What follows belongs to an exercise in optimizing a design on an open flow for small area; a production flow would make more cautious choices. In this exercise RTL edits were held to simulation tests only and were not proved equivalent to the original. Power and IR drop assume default switching activity.

==> harbor: inputs <==
==> flow/design.v <==
module top (
    input        clk,
    input  [3:0] sw_input,
    input  [3:0] key_input,
    output [7:0] led,
    output [8:0] seg1,
    output [8:0] seg2
);
    wire rst = (key_input == 4'b0000);
    wire       sw_ok  = (sw_input == 4'b0001) | (sw_input == 4'b0010) |
                        (sw_input == 4'b0100) | (sw_input == 4'b1000);
    wire [1:0] sw_idx = {sw_input[3] | sw_input[2], sw_input[3] | sw_input[1]};
    wire [3:0] nk     = ~key_input;
    wire       k_one  = (nk == 4'b0001) | (nk == 4'b0010) | (nk == 4'b0100) | (nk == 4'b1000);
    wire       k_none = (nk == 4'b0000);
    wire [1:0] k_idx  = {nk[3] | nk[2], nk[3] | nk[1]};
    reg  [1:0] lv;
    reg        kinv;
    always @(posedge clk) begin
        if (rst) begin
            lv   <= 2'd0;
            kinv <= 1'b0;
        end else begin
            if (k_one) lv <= k_idx;
            kinv <= ~(k_one | k_none);
        end
    end
    wire [3:0] swv = sw_input;
    wire       s8 = ~((swv == 4'b0001) | (swv == 4'b1000));                
    wire       s6 = (swv == 4'b0001) | (swv == 4'b0100) | (swv == 4'b1000);  
    wire       s3 = ~((swv == 4'b0001) | (swv == 4'b0010) | (swv == 4'b0100));  
    wire       k8 = kinv | (lv == 2'd1) | (lv == 2'd2);
    wire       k6 = ~kinv & (lv != 2'd1);
    wire       k3 = kinv | (lv == 2'd3);
    reg  [2:0] ks, ss;    
    always @(posedge clk) begin
        if (rst) begin
            ks <= 3'b101;
            ss <= 3'b101;
        end else begin
            ks <= {k8, k6, k3};
            ss <= {s8, s6, s3};
        end
    end
    function [8:0] segdec(input [2:0] e);
        begin
            segdec = {e[2], ~(e[2] & e[0]), e[1], e[2] & ~e[0], ~e[1], e[0], e[2] | e[0], 2'b00};
        end
    endfunction
    assign seg1 = segdec(ks);
    assign seg2 = segdec(ss);
    reg  [2:0] dcnt;
    reg        dco;
    wire       tog  = sw_ok & (dcnt > {1'b0, sw_idx});
    wire       tick = tog & ~dco;
    always @(posedge clk) begin
        if (rst | ~sw_ok) begin
            dcnt <= 3'd0;
            dco  <= 1'b0;
        end else if (tog) begin
            dcnt <= 3'd0;
            dco  <= ~dco;
        end else begin
            dcnt <= dcnt + 3'd1;
        end
    end
    reg       mv;
    reg [1:0] mi;
    wire      m_r0 = ~mv & mi[1];
    wire      m_r1 = ~mv & mi[0];
    always @(posedge clk) begin
        if (rst) begin
            mv <= 1'b0;
            mi <= 2'b10;
        end else if (tick) begin
            if (m_r0) begin
                mv <= 1'b0;
                mi <= 2'b01;
            end else begin
                mv <= ~kinv;
                mi <= kinv ? 2'b00 : lv;
            end
        end
    end
    reg [5:0] r;
    reg [9:0] d;
    reg       up, sec;
    reg [2:0] cur;
    wire      wrap12 = ~up & (d == 10'd0);
    wire      adv12  = tick & ~wrap12;
    wire      r_end  = adv12 & r[5] & r[4] & r[3] & r[1] & r[0];           
    wire      d_top  = d[9] & d[8] & d[7] & d[6] & d[5] & d[2] & d[1] & d[0];  
    wire      d_one  = (d == 10'd1);
    always @(posedge clk) begin
        if (rst) begin
            r   <= 6'd59;
            d   <= 10'd1;
            up  <= 1'b0;
            sec <= 1'b1;
            cur <= 3'd7;
        end else begin
            r   <= r_end ? 6'd0 : r + {5'd0, adv12};
            if (r_end) d <= up ? d + 10'd1 : d - 10'd1;
            if (tick & wrap12) begin
                up  <= 1'b1;
                sec <= 1'b0;
            end else if (r_end & up & d_top) begin
                up  <= 1'b0;
            end else if (r_end & ~up & d_one & ~sec) begin
                up  <= 1'b1;
                sec <= 1'b1;
            end
            cur <= cur + {2'd0, tick & wrap12};
        end
    end
    reg  [8:0] dc;
    wire       dc_end = tick & dc[8] & dc[7] & dc[6] & dc[5] & dc[4] & dc[2];   
    always @(posedge clk) begin
        if (rst) dc <= 9'd500;
        else dc <= dc_end ? 9'd0 : dc + {8'd0, tick};
    end
    reg  [14:0] c3;
    reg  [2:0]  h3;
    reg         sat;
    reg  [4:0]  pwa;    
    reg  [5:0]  pwb;
    wire        c3_end  = tick & c3[14] & c3[13] & c3[12] & c3[10] & c3[8] & c3[5] & c3[4];  
    wire        pwb_end = tick & pwb[5] & pwb[4] & pwb[0];           
    wire        pwm_end = tick & pwa[4] & pwa[1];                    
    always @(posedge clk) begin
        if (rst) begin
            c3  <= 15'd29999;
            h3  <= 3'd2;
            sat <= 1'b0;
            pwa <= 5'd17;
            pwb <= 6'd49;
        end else begin
            pwb <= (pwb_end | pwm_end) ? 6'd0 : pwb + {5'd0, tick};
            pwa <= pwm_end ? 5'd0 : pwa + {4'd0, pwb_end};
            c3  <= c3_end ? 15'd0 : c3 + {14'd0, tick};
            h3  <= h3 - {2'd0, c3_end};
            if (c3_end & (h3 == 3'd2) & ~m_r1) sat <= 1'b1;
        end
    end
    wire [7:0] vis;
    genvar gv;
    generate for (gv = 0; gv < 8; gv = gv + 1) begin : g_vis
        if (gv == 0) assign vis[gv] = sat | (h3 != 3'd1);
        else         assign vis[gv] = sat | ((h3 >= 3'd2) & (h3 <= gv));
    end endgenerate
    reg  [14:0] t4;
    reg         blk;
    reg  [2:0]  q4;
    wire        t4_end = tick & t4[14] & t4[11] & t4[10] & t4[9] & t4[4] & t4[3] & t4[2] & t4[1] & t4[0];  
    always @(posedge clk) begin
        if (rst) begin
            t4  <= 15'd19999;
            blk <= 1'b1;
            q4  <= 3'b100;
        end else begin
            t4  <= t4_end ? 15'd0 : t4 + {14'd0, tick};
            if (t4_end) begin
                blk <= ~blk;
                if (blk) q4 <= {q4[1:0], ~q4[2]};
            end
        end
    end
    wire hi4 = q4[2];
    wire sel1 = mv & (mi == 2'd0);
    wire sel2 = mv & (mi == 2'd1);
    wire sel3 = mv & (mi == 2'd2);
    wire sel4 = mv & (mi == 2'd3);
    wire on1  = up;
    wire on2  = d[9] | (dc <= d[8:0]);
    wire [7:0] thr;
    assign thr[0] = (pwa < 5'd18);
    assign thr[1] = (pwa < 5'd13);
    assign thr[2] = (pwa < 5'd8);
    assign thr[3] = (pwa < 5'd6);
    assign thr[4] = (pwa < 5'd4);
    assign thr[5] = (pwa < 5'd3);
    assign thr[6] = (pwa < 5'd2);
    assign thr[7] = (pwa < 5'd1);
    wire [7:0] p;
    assign p[0]   = (sel1 & on1) | (sel2 & on2) | (sel3 & thr[0]) | (sel4 & blk);
    assign p[3:1] = ({3{sel3}} & thr[3:1]) | {3{sel4 & blk}};
    assign p[7:4] = {4{sel3}} & thr[7:4];
    wire [2:0] a = sel3 ? h3 : sel4 ? {~hi4, 2'b00} : cur;
    wire [15:0] pp = {p, p} << a;
    assign led = ~(pp[15:8] & (sel3 ? vis : 8'hff));
endmodule
==> flow/flow/run.sh <==
#!/bin/bash
# Own layout flow: ORFS with the standard synthesis steps, except that ABC
# maps for area (flow/area.abc), ports get the smallest buffer, and CTS uses no
# dummy loads. Each tool's output goes to a log file in this folder.
set -euo pipefail
W=$PWD
F=$W/flow
KNOBS=$(sed -n 's/^make .*CLKGATE_MAP_FILE= \(.*\) "\${@:-finish}"$/\1/p' standard.sh)

# synthesis script: synth_recipe.tcl, with the abc call using our own script
{
  echo "proc abc {args} {"
  echo "  set i [lsearch -exact \$args -script]"
  echo "  if {\$i >= 0} { set args [lreplace \$args \$i [expr {\$i + 1}] -script $F/area.abc] }"
  echo "  yosys abc {*}\$args"
  echo "}"
  cat synth_recipe.tcl
} > my_synth.tcl

MK=(make -C "$FLOW_HOME" DESIGN_CONFIG="$W/config.mk" WORK_HOME="$W/orfs" CLKGATE_MAP_FILE=)
eval "KN=($KNOBS)"
# drop the standard flow's SYNTH_SCRIPT, use ours
ARGS=()
for a in "${KN[@]}"; do
  case "$a" in SYNTH_SCRIPT=*) ;; *) ARGS+=("$a") ;; esac
done
ARGS+=("SYNTH_SCRIPT=$W/my_synth.tcl" "ADDER_MAP_FILE=")
ARGS+=("BUFFER_PORTS_ARGS=-buffer_cell sky130_fd_sc_hd__buf_1")
ARGS+=("CTS_ARGS=-sink_clustering_enable -repair_clock_nets -dont_use_dummy_load -buf_list sky130_fd_sc_hd__clkbuf_8")

"${MK[@]}" "${ARGS[@]}" synth > "$W/log_synth.txt" 2>&1
"${MK[@]}" "${ARGS[@]}" finish > "$W/log_layout.txt" 2>&1
R=$W/orfs/results/$FLOW_PLATFORM/top/base
: # left out here: write the final layout as DEF
==> flow/flow/area.abc <==
strash; ifraig; dc2; balance -l; resub -K 6 -l; rewrite -l; resub -K 6 -N 2 -l; refactor -l; resub -K 8 -l; balance -l; resub -K 8 -N 2 -l; rewrite -l; resub -K 10 -l; rewrite -z -l; resub -K 10 -N 2 -l; balance -l; resub -K 12 -l; refactor -z -l; resub -K 12 -N 2 -l; rewrite -z -l; balance -l; &get -n; &deepsyn -T 20; &put; &get -n; &dch -f; &nf -R 1000; &put; topo
==> flow/standard.sh <==
#!/bin/bash
# synth_recipe.tcl (not shown) runs the flow's synth.tcl, then flattens the netlist and writes it again
# the make line also repeats each setting of config.mk as NAME=value (left out here)
make -C /OpenROAD-flow-scripts/flow DESIGN_CONFIG=/design/flow/config.mk WORK_HOME=/design/flow/orfs CLKGATE_MAP_FILE= SYNTH_SCRIPT=/design/flow/synth_recipe.tcl "${@:-finish}"
==> flow/config.mk <==
export PLATFORM = sky130hd
export DESIGN_NAME = top
export DESIGN_NICKNAME = top
export VERILOG_FILES = /design/flow/design.v
export SDC_FILE = /design/flow/constraint.sdc
export NUM_CORES = 8
export LEC_CHECK = 0
export CAP_MARGIN = 20
export CORE_MARGIN = 2
export CORE_UTILIZATION = 40
export SLEW_MARGIN = 20
==> flow/constraint.sdc <==
create_clock -name core_clock -period 25.0 [get_ports {clk}]
set_input_delay 5.0000 -clock core_clock [delete_from_list [all_inputs] [get_ports {clk}]]
set_output_delay 5.0000 -clock core_clock [all_outputs]
set_load 0.01 [all_outputs]
==> indigo: changes against harbor <==
==> flow/design.v, changed modules only <==
module top (
    input        clk,
    input  [3:0] sw_input,
    input  [3:0] key_input,
    output [7:0] led,
    output [8:0] seg1,
    output [8:0] seg2
);
    wire rst = (key_input == 4'b0000);
    wire       sw_ok  = (sw_input == 4'b0001) | (sw_input == 4'b0010) |
                        (sw_input == 4'b0100) | (sw_input == 4'b1000);
    wire [1:0] sw_idx = {sw_input[3] | sw_input[2], sw_input[3] | sw_input[1]};
    wire [3:0] nk     = ~key_input;
    wire       k_one  = (nk == 4'b0001) | (nk == 4'b0010) | (nk == 4'b0100) | (nk == 4'b1000);
    wire       k_none = (nk == 4'b0000);
    wire [1:0] k_idx  = {nk[3] | nk[2], nk[3] | nk[1]};
    reg  [1:0] lv;
    reg        kinv;
    always @(posedge clk) begin
        if (rst) begin
            lv   <= 2'd0;
            kinv <= 1'b0;
        end else begin
            if (k_one) lv <= k_idx;
            kinv <= ~(k_one | k_none);
        end
    end
    reg       kd_inv, sd_inv;
    reg [1:0] kd_idx, sd_idx;
    always @(posedge clk) begin
        if (rst) begin
            kd_inv <= 1'b1;
            sd_inv <= 1'b1;
        end else begin
            kd_inv <= kinv;
            sd_inv <= ~sw_ok;
        end
        kd_idx <= lv;
        sd_idx <= sw_idx;
    end
    function [8:0] segdec(input inv, input [1:0] idx);
        begin
            if (inv) segdec = 9'b100011100;
            else case (idx)
                2'd0: segdec = 9'b011000000;
                2'd1: segdec = 9'b110110100;
                2'd2: segdec = 9'b111100100;
                default: segdec = 9'b011001100;
            endcase
        end
    endfunction
    assign seg1 = segdec(kd_inv, kd_idx);
    assign seg2 = segdec(sd_inv, sd_idx);
    reg  [2:0] dcnt;
    reg        dco;
    wire       tog  = sw_ok & (dcnt > {1'b0, sw_idx});
    wire       tick = tog & ~dco;
    always @(posedge clk) begin
        if (rst | ~sw_ok) begin
            dcnt <= 3'd0;
            dco  <= 1'b0;
        end else if (tog) begin
            dcnt <= 3'd0;
            dco  <= ~dco;
        end else begin
            dcnt <= dcnt + 3'd1;
        end
    end
    reg       mv;
    reg [1:0] mi;
    always @(posedge clk) begin
        if (rst) begin
            mv <= 1'b0;
            mi <= 2'b10;
        end else if (tick) begin
            if (~mv & mi[1]) begin
                mv <= 1'b0;
                mi <= 2'b00;
            end else begin
                mv <= ~kinv;
                mi <= kinv ? 2'b00 : lv;
            end
        end
    end
    reg [5:0] r;
    reg [9:0] d;
    reg       up, sec;
    reg [2:0] cur;
    wire      wrap12 = ~up & (d == 10'd0);
    wire      adv12  = tick & ~wrap12;
    wire      r_end  = adv12 & r[5] & r[4] & r[3] & r[1] & r[0];           
    wire      d_top  = d[9] & d[8] & d[7] & d[6] & d[5] & d[2] & d[1] & d[0];  
    wire      d_one  = (d == 10'd1);
    always @(posedge clk) begin
        if (rst) begin
            r   <= 6'd59;
            d   <= 10'd1;
            up  <= 1'b0;
            sec <= 1'b1;
            cur <= 3'd7;
        end else begin
            r   <= r_end ? 6'd0 : r + {5'd0, adv12};
            if (r_end) d <= up ? d + 10'd1 : d - 10'd1;
            if (tick & wrap12) begin
                up  <= 1'b1;
                sec <= 1'b0;
            end else if (r_end & up & d_top) begin
                up  <= 1'b0;
            end else if (r_end & ~up & d_one & ~sec) begin
                up  <= 1'b1;
                sec <= 1'b1;
            end
            cur <= cur + {2'd0, tick & wrap12};
        end
    end
    reg  [8:0] dc;
    wire       dc_end = tick & dc[8] & dc[7] & dc[6] & dc[5] & dc[4] & dc[2];   
    always @(posedge clk) begin
        if (rst) dc <= 9'd500;
        else dc <= dc_end ? 9'd0 : dc + {8'd0, tick};
    end
    reg  [14:0] c3;
    reg  [2:0]  h3;
    reg  [3:0]  nev;
    reg  [9:0]  pwm;
    wire        c3_end  = tick & c3[14] & c3[13] & c3[12] & c3[10] & c3[8] & c3[5] & c3[4];  
    wire        pwm_end = tick & pwm[9] & pwm[8] & pwm[7] & pwm[2];   
    always @(posedge clk) begin
        if (rst) begin
            c3  <= 15'd29999;
            h3  <= 3'd2;
            nev <= 4'd15;
            pwm <= 10'd899;
        end else begin
            pwm <= pwm_end ? 10'd0 : pwm + {9'd0, tick};
            c3  <= c3_end ? 15'd0 : c3 + {14'd0, tick};
            h3  <= h3 - {2'd0, c3_end};
            nev <= nev + {3'd0, c3_end & ~(nev[3] & ~nev[2])};
        end
    end
    reg  [14:0] t4;
    reg         blk;
    reg  [2:0]  q4;
    wire        t4_end = tick & t4[14] & t4[11] & t4[10] & t4[9] & t4[4] & t4[3] & t4[2] & t4[1] & t4[0];  
    always @(posedge clk) begin
        if (rst) begin
            t4  <= 15'd19999;
            blk <= 1'b1;
            q4  <= 3'b100;
        end else begin
            t4  <= t4_end ? 15'd0 : t4 + {14'd0, tick};
            if (t4_end) begin
                blk <= ~blk;
                if (blk) q4 <= {q4[1:0], ~q4[2]};
            end
        end
    end
    wire hi4 = q4[2];
    wire sel1 = mv & (mi == 2'd0);
    wire sel2 = mv & (mi == 2'd1);
    wire sel3 = mv & (mi == 2'd2);
    wire sel4 = mv & (mi == 2'd3);
    wire on1  = up;
    wire on2  = d[9] | (dc <= d[8:0]);
    wire [7:0] thr;
    assign thr[0] = (nev > 4'd0) & (pwm < 10'd900);
    assign thr[1] = (nev > 4'd1) & (pwm < 10'd650);
    assign thr[2] = (nev > 4'd2) & (pwm < 10'd400);
    assign thr[3] = (nev > 4'd3) & (pwm < 10'd300);
    assign thr[4] = (nev > 4'd4) & (pwm < 10'd200);
    assign thr[5] = (nev > 4'd5) & (pwm < 10'd150);
    assign thr[6] = (nev > 4'd6) & (pwm < 10'd100);
    assign thr[7] = (nev > 4'd7) & (pwm < 10'd50);
    wire [7:0] p;
    assign p[0]   = (sel1 & on1) | (sel2 & on2) | (sel3 & thr[0]) | (sel4 & blk);
    assign p[3:1] = ({3{sel3}} & thr[3:1]) | {3{sel4 & blk}};
    assign p[7:4] = {4{sel3}} & thr[7:4];
    wire [2:0] a = sel3 ? h3 : sel4 ? {~hi4, 2'b00} : cur;
    wire [15:0] pp = {p, p} << a;
    assign led = ~pp[15:8];
endmodule
==> flow/run.sh (new file) <==
#!/bin/bash
# synth_recipe.tcl (not shown) runs the flow's synth.tcl, then flattens the netlist and writes it again
# the make line also repeats each setting of config.mk as NAME=value (left out here)
make -C /OpenROAD-flow-scripts/flow DESIGN_CONFIG=/design/flow/config.mk WORK_HOME=/design/flow/orfs CLKGATE_MAP_FILE= SYNTH_SCRIPT=/design/flow/synth_recipe.tcl finish
removed: flow/flow/run.sh
removed: flow/flow/area.abc
removed: flow/standard.sh
==> qor summary <==
metric                                                                      harbor                      indigo
Outcome                                                    complete, no violations     complete, no violations
Switching power total                                                       108 uW                      210 uW
Root cell of the clock tree                              sky130_fd_sc_hd__clkbuf_8  sky130_fd_sc_hd__clkbuf_16
Cell count of the worst hold path                                                1                           0
Terminus of the critical flop-to-flop path                                    d[9]                      c3[12]
Slew at the pin closest to its max-slew limit                               855 ps                      935 ps
Met2 capacity usage during global routing                                    26.3%                       26.8%
Synth Area in XOR/XNOR                                                       2.73%                       9.57%
Overall via count from detail_route                                          3,650                       4,506
Slack of the worst reg-to-reg path                                       21,430 ps                   21,480 ps
Termination of the worst setup path                                         led[5]                      c3[12]
Switching power as a share of total power                                    31.6%                       35.7%
Number of multi-input combinational cells in the layout                        388                         489
Area share of buffers outside the clock network                              2.95%                       5.16%

==> what the ideal ports hide <==
No port has a modelled driver above. Below, the same layouts with a new extraction and two added sets of constraints.
Step 1 assumes that a clkbuf_16 drives the clock port and a buf_2 every other input.
Step 2 moves the port delays by t, midway between the first and last clock arrival at a register: inputs arrive t later, outputs are due t later. That takes back most of the time a late clock gives input paths.
Slacks: ideal / step 1 / step 2; pairs: ideal / step 1.
run	t (ns)	setup slack, ns	latest minus earliest clock arrival (ns)	worst register clock-pin slew, ns	pins driven straight from the clock port
harbor	0.368	16.259 / 16.226 / 16.291	0.024 / 0.024	0.09 / 0.09	1
indigo	0.391	16.506 / 16.522 / 16.131	0.012 / 0.012	0.07 / 0.07	1
After both steps setup and hold are still met in every run listed. For indigo, which loses most, drivers alone change the setup slack by +0.016 ns; drivers and shift together by -0.375 ns.
